This is an optimization exercise on Yosys and OpenROAD, whose aim is small area, not a production implementation.
In this exercise RTL edits were held to simulation tests only and were not proved equivalent to the original.
The clock input has no modelled driver; a real chip could not lean on it and would need a root buffer or a full tree.
No activity file was given, so power comes from the tool's default toggle rates.

==> exp/pepper <==
Design top, start of the top module:
module top(
	clk,
	n_rst,
	bt,
	btstar,
	led
);
input clk;
input n_rst;
input [9:0] bt;
input btstar;
output led;
wire [9:0] bt_w;
wire btstar_w;
wire open_w;
bd_if u_bd_if(
    .clk(clk),
    .n_rst(n_rst),
    .bt_i(bt),
    .btstar_i(btstar),
    .led_i(open_w),
    .bt_o(bt_w),
    .btstar_o(btstar_w),
    .led_o(led)
);
doorlock_hdl u_doorlock(
    .clk(clk),
    .n_rst(n_rst),
    .bt(bt_w),
    .btstar(btstar_w),
    .opened(open_w)
);
endmodule
==> module debounc_2, before the edit <==
module debounc_2 (
	clk,
	n_rst,
	din,
	rise
);
input clk;
input n_rst;
input din;
output rise;
localparam [14:0] LOAD = 15'h1484;
localparam [14:0] LOAD_NEXT = 15'h2908;
reg [14:0] cnt;
reg din_d1;
reg dnext;
reg up;
wire restart = din ^ din_d1;
wire idle = ~|cnt[13:0];    
wire [14:0] cnt_step = {cnt[13:0], ~(cnt[14] ^ cnt[7]) & ~idle};
wire start = idle & restart;
assign rise = up & (cnt == LOAD_NEXT);
always @(posedge clk or negedge n_rst)
	if(!n_rst) begin
		din_d1 <= 1'b0;
		cnt <= 15'h0;
		dnext <= 1'b0;
		up <= 1'b0;
	end
	else begin
		din_d1 <= din;
		cnt <= cnt_step | ({15{start}} & LOAD);
		if (start) begin
			dnext <= din;
			up <= din & ~dnext;
		end
	end
endmodule
==> flow/config.mk <==
export PLATFORM = sky130hd
export DESIGN_NAME = top
export DESIGN_NICKNAME = top
export VERILOG_FILES = /design/flow/design.v
export SDC_FILE = /design/flow/constraint.sdc
export NUM_CORES = 4
export LEC_CHECK = 0
export CAP_MARGIN = 0
export CORE_MARGIN = 2
export CORE_UTILIZATION = 70
export SLEW_MARGIN = 0
==> flow/constraint.sdc <==
create_clock -name core_clock -period 10.0 [get_ports {clk}]
set_input_delay 2.0000 -clock core_clock [delete_from_list [all_inputs] [get_ports {clk}]]
set_output_delay 2.0000 -clock core_clock [all_outputs]
set_load 0.01 [all_outputs]
standard.sh (not shown) runs the stock make flow with config.mk's settings and CLKGATE_MAP_FILE= SYNTH_SCRIPT=/design/flow/synth_recipe.tcl, a recipe that flattens the netlist after the stock synthesis.
==> flow/flow/run.sh <==
#!/bin/bash
# The standard layout (standard.sh) with three changes:
# - after the standard synthesis, its combinational logic is re-mapped by
#   flow/reopt.ys (registers untouched), and the layout continues from that;
# - the port buffers are the smallest buffer (BUFFER_PORTS_ARGS);
# - the clock tree is built by flow/cts_hook.tcl (a root buffer and one leaf
#   buffer per cluster of flip-flops) in place of TritonCTS.
# Each tool's output goes to a log file in this folder.
set -euo pipefail
export BUFFER_PORTS_ARGS="-buffer_cell sky130_fd_sc_hd__buf_1"
export PRE_CTS_TCL=$PWD/flow/cts_hook.tcl
export CTS_CLOCK_PORT=clk
export CTS_LEAF_BUF=sky130_fd_sc_hd__clkbuf_4
export CTS_LEAF_SIZE=11
export CTS_ROOT_BUF=sky130_fd_sc_hd__clkbuf_4
R=$PWD/orfs/results/$FLOW_PLATFORM/top/base
LIB=$FLOW_HOME/platforms/$FLOW_PLATFORM/lib/sky130_fd_sc_hd__tt_025C_1v80.lib
YOSYS=$(command -v yosys || echo $FLOW_HOME/../tools/install/yosys/bin/yosys)
bash standard.sh $R/1_2_yosys.v > synth.log 2>&1
cp $R/1_2_yosys.v standard_1_2_yosys.v
sed -e "s#LIBFILE#$LIB#g; s#IN_NETLIST#$PWD/standard_1_2_yosys.v#; s#OUT_NETLIST#$PWD/reopt_1_2_yosys.v#" flow/reopt.ys > reopt_run.ys
"$YOSYS" -s reopt_run.ys > reopt.log 2>&1
cp reopt_1_2_yosys.v $R/1_2_yosys.v
bash standard.sh > standard.log 2>&1
==> flow/flow/cts_hook.tcl <==
# Sourced by ORFS's cts.tcl (PRE_CTS_TCL) just before it calls
# clock_tree_synthesis. Replaces that command with a plain two-level clock
# tree: the clock port drives one root buffer, which drives one leaf buffer
# per cluster of at most CTS_LEAF_SIZE flip-flops. Clusters come from
# recursive bisection of the flip-flop positions, so every flip-flop sees
# the same two buffers between it and the clock port.

proc cts_split {sinks n} {
  set len [llength $sinks]
  if {$len <= $n} { return [list $sinks] }
  set xs {}; set ys {}
  foreach s $sinks { lappend xs [lindex $s 0]; lappend ys [lindex $s 1] }
  set xs [lsort -integer $xs]; set ys [lsort -integer $ys]
  set dx [expr {[lindex $xs end] - [lindex $xs 0]}]
  set dy [expr {[lindex $ys end] - [lindex $ys 0]}]
  set key [expr {$dx >= $dy ? 0 : 1}]
  set sorted [lsort -integer -index $key $sinks]
  set k [expr {($len + $n - 1) / $n}]
  set left [expr {int(round(double($len) * ($k / 2) / $k))}]
  if {$left < 1} { set left 1 }
  return [concat [cts_split [lrange $sorted 0 [expr {$left - 1}]] $n] \
                 [cts_split [lrange $sorted $left end] $n]]
}

proc cts_center {sinks} {
  set sx 0; set sy 0
  foreach s $sinks { incr sx [lindex $s 0]; incr sy [lindex $s 1] }
  set l [llength $sinks]
  return [list [expr {$sx / $l}] [expr {$sy / $l}]]
}

rename clock_tree_synthesis tritoncts_clock_tree_synthesis
proc clock_tree_synthesis {args} {
  set n $::env(CTS_LEAF_SIZE)
  set db [ord::get_db]
  set block [ord::get_db_block]
  set clk_net [[$block findBTerm $::env(CTS_CLOCK_PORT)] getNet]
  set leaf_master [$db findMaster $::env(CTS_LEAF_BUF)]
  set root_master [$db findMaster $::env(CTS_ROOT_BUF)]
  set sinks {}
  foreach it [$clk_net getITerms] {
    set bb [[$it getInst] getBBox]
    lappend sinks [list [expr {([$bb xMin] + [$bb xMax]) / 2}] \
                        [expr {([$bb yMin] + [$bb yMax]) / 2}] $it]
  }
  set clusters [cts_split $sinks $n]
  puts "own clock tree: [llength $sinks] sinks in [llength $clusters] leaf clusters"

  set root [odb::dbInst_create $block $root_master clkbuf_root]
  lassign [cts_center $sinks] x y
  $root setLocation $x $y
  $root setPlacementStatus PLACED
  set root_net [odb::dbNet_create $block clknet_root]
  $root_net setSigType CLOCK
  [$root findITerm A] connect $clk_net
  [$root findITerm X] connect $root_net

  set i 0
  foreach c $clusters {
    set b [odb::dbInst_create $block $leaf_master clkbuf_leaf_$i]
    lassign [cts_center $c] x y
    $b setLocation $x $y
    $b setPlacementStatus PLACED
    set net [odb::dbNet_create $block clknet_leaf_$i]
    $net setSigType CLOCK
    [$b findITerm A] connect $root_net
    [$b findITerm X] connect $net
    foreach s $c {
      set it [lindex $s 2]
      $it disconnect
      $it connect $net
    }
    puts "  leaf $i: [llength $c] sinks"
    incr i
  }
  set_propagated_clock [all_clocks]
}
==> flow/flow/reopt.ys <==
# Re-map the combinational logic of the standard synthesis netlist with a
# stronger area-oriented ABC script. Flip-flops (and tie cells) are kept as
# black boxes, so every register keeps its name and cell type.
read_liberty -ignore_miss_func LIBFILE
read_verilog IN_NETLIST
hierarchy -top top
setattr -mod -set blackbox 1 sky130_fd_sc_hd__df* sky130_fd_sc_hd__sdf* sky130_fd_sc_hd__edf* sky130_fd_sc_hd__sedf* sky130_fd_sc_hd__dl* sky130_fd_sc_hd__conb_1
flatten -noscopeinfo
opt_clean
abc -liberty LIBFILE -dont_use sky130_fd_sc_hd__probe_p_8 -dont_use sky130_fd_sc_hd__probec_p_8 -dont_use sky130_fd_sc_hd__lpflow_* -script +strash;dc2;dc2;&get,-n;&dch,-f;&nf,-a,-R,1000;&dch,-f;&nf,-a,-R,1000;&put;mfs3,-a
opt_clean -purge
hierarchy -top top
rename -enumerate
hilomap -singleton -hicell sky130_fd_sc_hd__conb_1 HI -locell sky130_fd_sc_hd__conb_1 LO
insbuf -buf sky130_fd_sc_hd__buf_4 A X
opt_clean -purge
tee -o reopt_stat.txt stat -liberty LIBFILE
write_verilog -noattr -noexpr -nohex -nodec OUT_NETLIST
==> inputs of exp/juniper, as changes to exp/pepper <==
--- a/flow/design.v
+++ b/flow/design.v
@@ -40,5 +40,4 @@
 input din;
-output rise;
+output reg rise;
 localparam [14:0] LOAD = 15'h1484;
-localparam [14:0] LOAD_NEXT = 15'h2908;
 reg [14:0] cnt;
@@ -51,3 +50,2 @@
 wire start = idle & restart;
-assign rise = up & (cnt == LOAD_NEXT);
 always @(posedge clk or negedge n_rst)
@@ -58,2 +56,3 @@
 		up <= 1'b0;
+		rise <= 1'b0;
 	end
@@ -62,6 +61,5 @@
 		cnt <= cnt_step | ({15{start}} & LOAD);
-		if (start) begin
-			dnext <= din;
-			up <= din & ~dnext;
-		end
+		if (start) dnext <= din;
+		up <= start & din & ~dnext;
+		rise <= up;
 	end
--- a/flow/flow/run.sh
+++ b/flow/flow/run.sh
@@ -5,4 +5,4 @@
 # - the port buffers are the smallest buffer (BUFFER_PORTS_ARGS);
-# - the clock tree is built by flow/cts_hook.tcl (a root buffer and one leaf
-#   buffer per cluster of flip-flops) in place of TritonCTS.
+# - clock tree synthesis inserts no dummy loads and uses small clusters
+#   of small buffers (CTS_ARGS).
 # Each tool's output goes to a log file in this folder.
@@ -10,7 +10,3 @@
 export BUFFER_PORTS_ARGS="-buffer_cell sky130_fd_sc_hd__buf_1"
-export PRE_CTS_TCL=$PWD/flow/cts_hook.tcl
-export CTS_CLOCK_PORT=clk
-export CTS_LEAF_BUF=sky130_fd_sc_hd__clkbuf_4
-export CTS_LEAF_SIZE=11
-export CTS_ROOT_BUF=sky130_fd_sc_hd__clkbuf_4
+export CTS_ARGS="-sink_clustering_enable -repair_clock_nets -dont_use_dummy_load -buf_list {sky130_fd_sc_hd__clkbuf_16} -sink_clustering_size 40 -sink_clustering_max_diameter 60"
 R=$PWD/orfs/results/$FLOW_PLATFORM/top/base
--- a/flow/flow/reopt.ys
+++ b/flow/flow/reopt.ys
@@ -9,3 +9,3 @@
 opt_clean
-abc -liberty LIBFILE -dont_use sky130_fd_sc_hd__probe_p_8 -dont_use sky130_fd_sc_hd__probec_p_8 -dont_use sky130_fd_sc_hd__lpflow_* -script +strash;dc2;dc2;&get,-n;&dch,-f;&nf,-a,-R,1000;&dch,-f;&nf,-a,-R,1000;&put;mfs3,-a
+abc -liberty LIBFILE -dont_use sky130_fd_sc_hd__probe_p_8 -dont_use sky130_fd_sc_hd__probec_p_8 -dont_use sky130_fd_sc_hd__lpflow_* -script +strash;&get,-n;&dch,-f;&nf,-a,-R,1000;&put
 opt_clean -purge
--- a/flow/config.mk
+++ b/flow/config.mk
@@ -7,5 +7,5 @@
 export LEC_CHECK = 0
-export CAP_MARGIN = 0
+export CAP_MARGIN = 20
 export CORE_MARGIN = 2
 export CORE_UTILIZATION = 70
-export SLEW_MARGIN = 0
+export SLEW_MARGIN = 20
removed: flow/flow/cts_hook.tcl
==> inputs of exp/cedar, as changes to exp/pepper <==
--- a/flow/design.v
+++ b/flow/design.v
@@ -40,5 +40,4 @@
 input din;
-output rise;
+output reg rise;
 localparam [14:0] LOAD = 15'h1484;
-localparam [14:0] LOAD_NEXT = 15'h2908;
 reg [14:0] cnt;
@@ -51,3 +50,2 @@
 wire start = idle & restart;
-assign rise = up & (cnt == LOAD_NEXT);
 always @(posedge clk or negedge n_rst)
@@ -58,2 +56,3 @@
 		up <= 1'b0;
+		rise <= 1'b0;
 	end
@@ -62,6 +61,5 @@
 		cnt <= cnt_step | ({15{start}} & LOAD);
-		if (start) begin
-			dnext <= din;
-			up <= din & ~dnext;
-		end
+		if (start) dnext <= din;
+		up <= start & din & ~dnext;
+		rise <= up;
 	end
--- a/flow/flow/run.sh
+++ b/flow/flow/run.sh
@@ -5,4 +5,4 @@
 # - the port buffers are the smallest buffer (BUFFER_PORTS_ARGS);
-# - the clock tree is built by flow/cts_hook.tcl (a root buffer and one leaf
-#   buffer per cluster of flip-flops) in place of TritonCTS.
+# - clock tree synthesis inserts no dummy loads and uses small clusters
+#   of small buffers (CTS_ARGS).
 # Each tool's output goes to a log file in this folder.
@@ -10,7 +10,3 @@
 export BUFFER_PORTS_ARGS="-buffer_cell sky130_fd_sc_hd__buf_1"
-export PRE_CTS_TCL=$PWD/flow/cts_hook.tcl
-export CTS_CLOCK_PORT=clk
-export CTS_LEAF_BUF=sky130_fd_sc_hd__clkbuf_4
-export CTS_LEAF_SIZE=11
-export CTS_ROOT_BUF=sky130_fd_sc_hd__clkbuf_4
+export CTS_ARGS="-sink_clustering_enable -repair_clock_nets -dont_use_dummy_load -buf_list {sky130_fd_sc_hd__clkbuf_4} -sink_clustering_size 10 -sink_clustering_max_diameter 40"
 R=$PWD/orfs/results/$FLOW_PLATFORM/top/base
--- a/flow/flow/reopt.ys
+++ b/flow/flow/reopt.ys
@@ -9,3 +9,3 @@
 opt_clean
-abc -liberty LIBFILE -dont_use sky130_fd_sc_hd__probe_p_8 -dont_use sky130_fd_sc_hd__probec_p_8 -dont_use sky130_fd_sc_hd__lpflow_* -script +strash;dc2;dc2;&get,-n;&dch,-f;&nf,-a,-R,1000;&dch,-f;&nf,-a,-R,1000;&put;mfs3,-a
+abc -liberty LIBFILE -dont_use sky130_fd_sc_hd__probe_p_8 -dont_use sky130_fd_sc_hd__probec_p_8 -dont_use sky130_fd_sc_hd__lpflow_* -script +strash;&get,-n;&dch,-f;&nf,-a,-R,1000;&put
 opt_clean -purge
--- a/flow/config.mk
+++ b/flow/config.mk
@@ -7,5 +7,5 @@
 export LEC_CHECK = 0
-export CAP_MARGIN = 0
+export CAP_MARGIN = 20
 export CORE_MARGIN = 2
-export CORE_UTILIZATION = 70
-export SLEW_MARGIN = 0
+export CORE_UTILIZATION = 85
+export SLEW_MARGIN = 20
removed: flow/flow/cts_hook.tcl
==> summary of the runs <==
exp/juniper produced a clean layout. exp/pepper completed with no timing, DRC or antenna violations. exp/cedar never finished: it broke off in detailed placement (3_5_place_dp).
Of exp/pepper and exp/juniper, exp/pepper has the higher first-iteration DRC count (gap 50%, measured against exp/juniper).
Of exp/juniper and exp/pepper, exp/pepper has the higher via count (gap about 4%, measured against exp/pepper).
Of exp/juniper and exp/pepper, exp/juniper has the higher utilization (gap 1.9 points).
Of exp/cedar and exp/pepper, exp/cedar has the higher area after synthesis (gap about 1%, measured against exp/pepper).
Between exp/pepper and exp/juniper, the lower worst setup slack is in exp/pepper (gap 270 ps).
Between exp/juniper and exp/pepper, the lower sequential power is in exp/pepper (gap about 3%, measured against exp/pepper).
Between exp/juniper and exp/pepper, the lower final cell count is in exp/juniper (gap about 4%, measured against exp/pepper).
Against exp/pepper, the combinational power of exp/juniper is larger by about 16%.
Against exp/pepper, the register-to-register slack of exp/juniper is worse by 180 ps.
In exp/pepper the cell area is lower than in exp/juniper, by about 3%.
The clock cells of exp/pepper come from the design's own scripts or RTL, not from TritonCTS.

afterwards: timing with drivers on the ports:
Ports are ideal in the flow. The routed layouts listed here were re-timed in OpenROAD.
Step 1 (the two cells are an assumption about what drives the block):
set clk [get_ports {clk}]
set_driving_cell -lib_cell sky130_fd_sc_hd__clkbuf_16 $clk
set_driving_cell -lib_cell sky130_fd_sc_hd__buf_2 [delete_from_list [all_inputs] $clk]
Step 2 moves the port delays by t, midway between the first and last clock arrival at a register: inputs arrive t later, outputs are due t later. That takes back most of the time a late clock gives input paths.
a / b / c = ideal / step 1 / step 2; a / b = the first two.
run | shift t [ns] | slack for setup (ns) | hold slack, ns | worst slew at a driven data input, ns
exp/pepper | 0.611 | 6.022 / 5.993 / 6.389 | 0.381 / 0.381 / 0.381 | 0.03
exp/juniper | 0.473 | 6.292 / 6.253 / 6.715 | 0.363 / 0.363 / 0.363 | 0.04
After both steps setup and hold are still met in every run listed. Setup slack includes reset recovery checks.
